This is an optimization exercise on Yosys and OpenROAD, whose aim is small area, not a production implementation. Function was checked by simulation only, so behaviour that the tests miss may differ from the original. Power figures rest on the tool's default switching activity, not on a simulated workload. No driver is modelled on the clock port, so clocking that relies on it looks cheaper here than on a real chip.

==> module packet_data, before the edit <==
module packet_data #(
    parameter data_width = 8,
    parameter depth = 64
)(
    input wire clk,
    input wire rst,
    input wire [data_width-1:0] s_axis_data,
    input wire s_axis_valid,
    output reg s_axis_ready,
    input wire s_axis_last,
    input wire [data_width + data_width-1 :0] packet_config,
    output reg [data_width-1 : 0] m_axis_data,
    output reg m_axis_valid,
    input wire m_axis_ready,
    output reg m_axis_last,
    output  full,
    output  empty
);
    reg [7:0] mem_1 [0:63];
    reg [7:0] mem_2 [0:62];
    reg       mem_3 [0:63];
    reg [6:0] wr_ptr;    
    reg [5:0] wr_ptr2;   
    reg [7:0] rd_ptr;
    reg [6:0] hwm1;      
    reg [5:0] hwm2;      
    assign full  = wr_ptr[6];
    assign empty = (wr_ptr == 7'd0);
    wire [7:0] k   = packet_config[15:8];
    wire [7:0] len = packet_config[7:0];
    always @(posedge clk) begin
        if (rst) s_axis_ready <= 1'b0;
        else     s_axis_ready <= 1'b1;
    end
    wire wr   = s_axis_valid & s_axis_ready & ~full;
    wire [8:0] dlk = {1'b0, len} - {1'b0, k};
    wire tail = !dlk[8] && (dlk != 9'd0) && ({2'b0, wr_ptr} >= dlk);
    wire wr2  = wr & tail;
    always @(posedge clk) begin
        if (wr) begin
            mem_1[wr_ptr[5:0]] <= s_axis_data;
            mem_3[wr_ptr[5:0]] <= s_axis_last;
        end
        if (wr2)
            mem_2[wr_ptr2] <= s_axis_data;
    end
    always @(posedge clk or posedge rst) begin
        if (rst) begin
            wr_ptr  <= 7'd0;
            wr_ptr2 <= 6'd0;
            hwm1    <= 7'd0;
            hwm2    <= 6'd0;
        end else begin
            if (wr) begin
                if (wr_ptr == hwm1) hwm1 <= hwm1 + 7'd1;
                if (tail) begin
                    wr_ptr2 <= wr_ptr2 + 6'd1;
                    if (wr_ptr2 == hwm2) hwm2 <= hwm2 + 6'd1;
                end else begin
                    wr_ptr2 <= 6'd0;
                end
                wr_ptr <= wr_ptr + 7'd1;
            end
            if (s_axis_last)
                wr_ptr <= 7'd0;
        end
    end
    wire v1 = ({1'b0, rd_ptr} < {2'b0, hwm1});
    wire v2 = ({1'b0, rd_ptr} < {3'b0, hwm2});
    wire [5:0] ra = rd_ptr[5:0];
    reg [7:0] or_1, or_2, g_1, g_2;
    reg       or_3, g_3;
    integer i, j;
    always @* begin
        or_1 = 8'd0; or_2 = 8'd0; or_3 = 1'b0;
        for (i = 0; i < 8; i = i + 1) begin
            g_1 = 8'd0; g_2 = 8'd0; g_3 = 1'b0;
            for (j = 0; j < 8; j = j + 1) begin
                if (ra[2:0] == j) begin
                    g_1 = g_1 | mem_1[i*8+j];
                    g_3 = g_3 | mem_3[i*8+j];
                    if (i*8+j < 63) g_2 = g_2 | mem_2[i*8+j];
                end
            end
            if (ra[5:3] == i) begin
                or_1 = or_1 | g_1; or_2 = or_2 | g_2; or_3 = or_3 | g_3;
            end
        end
    end
    wire [7:0] rd_1 = v1 ? or_1 : 8'd0;
    wire [7:0] rd_2 = v2 ? or_2 : 8'd0;
    wire       rd_3 = v1 & or_3;
    wire [8:0] rd_inc = {1'b0, rd_ptr} + 9'd1;
    wire       hit    = (rd_inc == {1'b0, len});
    always @(posedge clk or posedge rst) begin
        if (rst) begin
            m_axis_data  <= 8'd0;
            m_axis_valid <= 1'b0;
            m_axis_last  <= 1'b0;
            rd_ptr       <= 8'd0;
        end else if (m_axis_ready && !empty) begin
            m_axis_last  <= rd_3;
            m_axis_valid <= hit;
            m_axis_data  <= hit ? rd_1 + rd_2 : 8'd0;
            rd_ptr       <= hit ? 8'd0 : rd_inc[7:0];
        end
    end
endmodule
==> flow/config.mk <==
export PLATFORM = sky130hd
export DESIGN_NAME = packet_data
export DESIGN_NICKNAME = packet_data
export VERILOG_FILES = /design/flow/design.v
export SDC_FILE = /design/flow/constraint.sdc
export NUM_CORES = 4
export LEC_CHECK = 0
export CAP_MARGIN = 20
export CORE_MARGIN = 2
export CORE_UTILIZATION = 45
export PLACE_DENSITY = 0.6
export SLEW_MARGIN = 20
==> flow/constraint.sdc <==
create_clock -name core_clock -period 6.5 [get_ports {clk}]
set_input_delay 1.3000 -clock core_clock [delete_from_list [all_inputs] [get_ports {clk}]]
set_output_delay 1.3000 -clock core_clock [all_outputs]
set_load 0.01 [all_outputs]
standard.sh (not shown) runs the stock make flow with config.mk's settings and CLKGATE_MAP_FILE= SYNTH_SCRIPT=/design/flow/synth_recipe.tcl, a recipe that flattens the netlist after the stock synthesis.
==> flow/flow/run.sh <==
#!/bin/bash
# The standard layout (standard.sh) with these changes:
#  - synthesis: the same script, but its abc step maps with an area-oriented
#    ABC script (flow/area.abc); see flow/my_synth.tcl. Registers are mapped
#    before abc, so they keep the standard synthesis's names and cell types.
#  - CTS: no dummy balancing loads, leaf clusters sized for clkbuf_16.
#  - port buffers: sky130_fd_sc_hd__buf_1.
#  - no adder-cell mapping before abc (ADDER_MAP_FILE empty): abc maps the
#    adders with the rest of the logic.
# make's output goes to flow.log; each ORFS step logs under orfs/logs/.
set -euo pipefail
HERE=$(pwd)
export MY_ABC_SCRIPT=$HERE/flow/area.abc
export FLOW_SYNTH_TCL=$HERE/synth_recipe.tcl
export CTS_ARGS="-sink_clustering_enable -repair_clock_nets -dont_use_dummy_load -buf_list sky130_fd_sc_hd__clkbuf_16 -sink_clustering_size 32 -sink_clustering_max_diameter 100"
export BUFFER_PORTS_ARGS="-buffer_cell sky130_fd_sc_hd__buf_1"
sed "s#SYNTH_SCRIPT=[^ ]*#SYNTH_SCRIPT=$HERE/flow/my_synth.tcl#" standard.sh > my_standard.sh
bash my_standard.sh ADDER_MAP_FILE= finish > flow.log 2>&1
==> flow/flow/area.abc <==
strash
&get -n
&st
&dc2
&dch
&nf -R 1000
&put
topo
==> flow/flow/my_synth.tcl <==
# The standard flow's synthesis (synth_recipe.tcl) with one change: the technology mapping
# step (abc) runs an area-oriented ABC script instead of ORFS's speed script.
# Everything before abc, including dfflibmap, is unchanged, so the registers
# keep the standard synthesis's names and cell types.
proc abc {args} {
  set i [lsearch -exact $args -script]
  if { $i >= 0 } {
    lset args [expr { $i + 1 }] $::env(MY_ABC_SCRIPT)
  }
  # drop the delay target: the script maps for area
  set j [lsearch -exact $args -D]
  if { $j >= 0 } {
    set args [lreplace $args $j [expr { $j + 1 }]]
  }
  yosys abc {*}$args
}
source $::env(FLOW_SYNTH_TCL)
The starting point went through all stages and came out clean.
==> next run, changes <==
--- a/flow/design.v
+++ b/flow/design.v
@@ -42,27 +42,25 @@
             mem_1[wr_ptr[5:0]] <= s_axis_data;
             mem_3[wr_ptr[5:0]] <= s_axis_last;
         end
         if (wr2)
             mem_2[wr_ptr2] <= s_axis_data;
     end
+    always @(posedge clk) begin
+        if (wr)
+            wr_ptr2 <= tail ? wr_ptr2 + 6'd1 : 6'd0;
+    end
     always @(posedge clk or posedge rst) begin
         if (rst) begin
             wr_ptr  <= 7'd0;
-            wr_ptr2 <= 6'd0;
             hwm1    <= 7'd0;
             hwm2    <= 6'd0;
         end else begin
             if (wr) begin
                 if (wr_ptr == hwm1) hwm1 <= hwm1 + 7'd1;
-                if (tail) begin
-                    wr_ptr2 <= wr_ptr2 + 6'd1;
-                    if (wr_ptr2 == hwm2) hwm2 <= hwm2 + 6'd1;
-                end else begin
-                    wr_ptr2 <= 6'd0;
-                end
+                if (tail && wr_ptr2 == hwm2) hwm2 <= hwm2 + 6'd1;
                 wr_ptr <= wr_ptr + 7'd1;
             end
             if (s_axis_last)
                 wr_ptr <= 7'd0;
         end
     end
=>
- die area is about the same
- clock-buffer cell count stays the same
- cell area goes down by 0.40%
- power goes down by 2.1%
- utilization goes up by 0.32 points

port drivers added, routing unchanged:
No port has a modelled driver above. Below, the same layouts with a new extraction and two added sets of constraints. Step 1 sets driving cells, clkbuf_16 on the clock port and buf_2 on the other inputs (assumed; they add their load-dependent delay and slew). Step 2 adds t to the input delays and takes it off the output delays; t is the mean of the earliest and latest rising clock arrival at the registers after step 1. Input paths then give back, and output paths get back, about the clock's delay inside the block. a / b / c = ideal / step 1 / step 2; a / b = the first two.
| run | shift t [ns] | setup slack, ns | hold WS [ns] | worst setup path after step 2 |
|---|---|---|---|---|
| the first run | 0.669 | 0.983 / 1.023 / 0.354 | 0.490 / 0.490 / 0.490 | input to register |
| the second run | 0.667 | 1.017 / 1.055 / 0.388 | 0.520 / 0.520 / 0.520 | input to register |
After both steps every run listed still meets setup and hold.
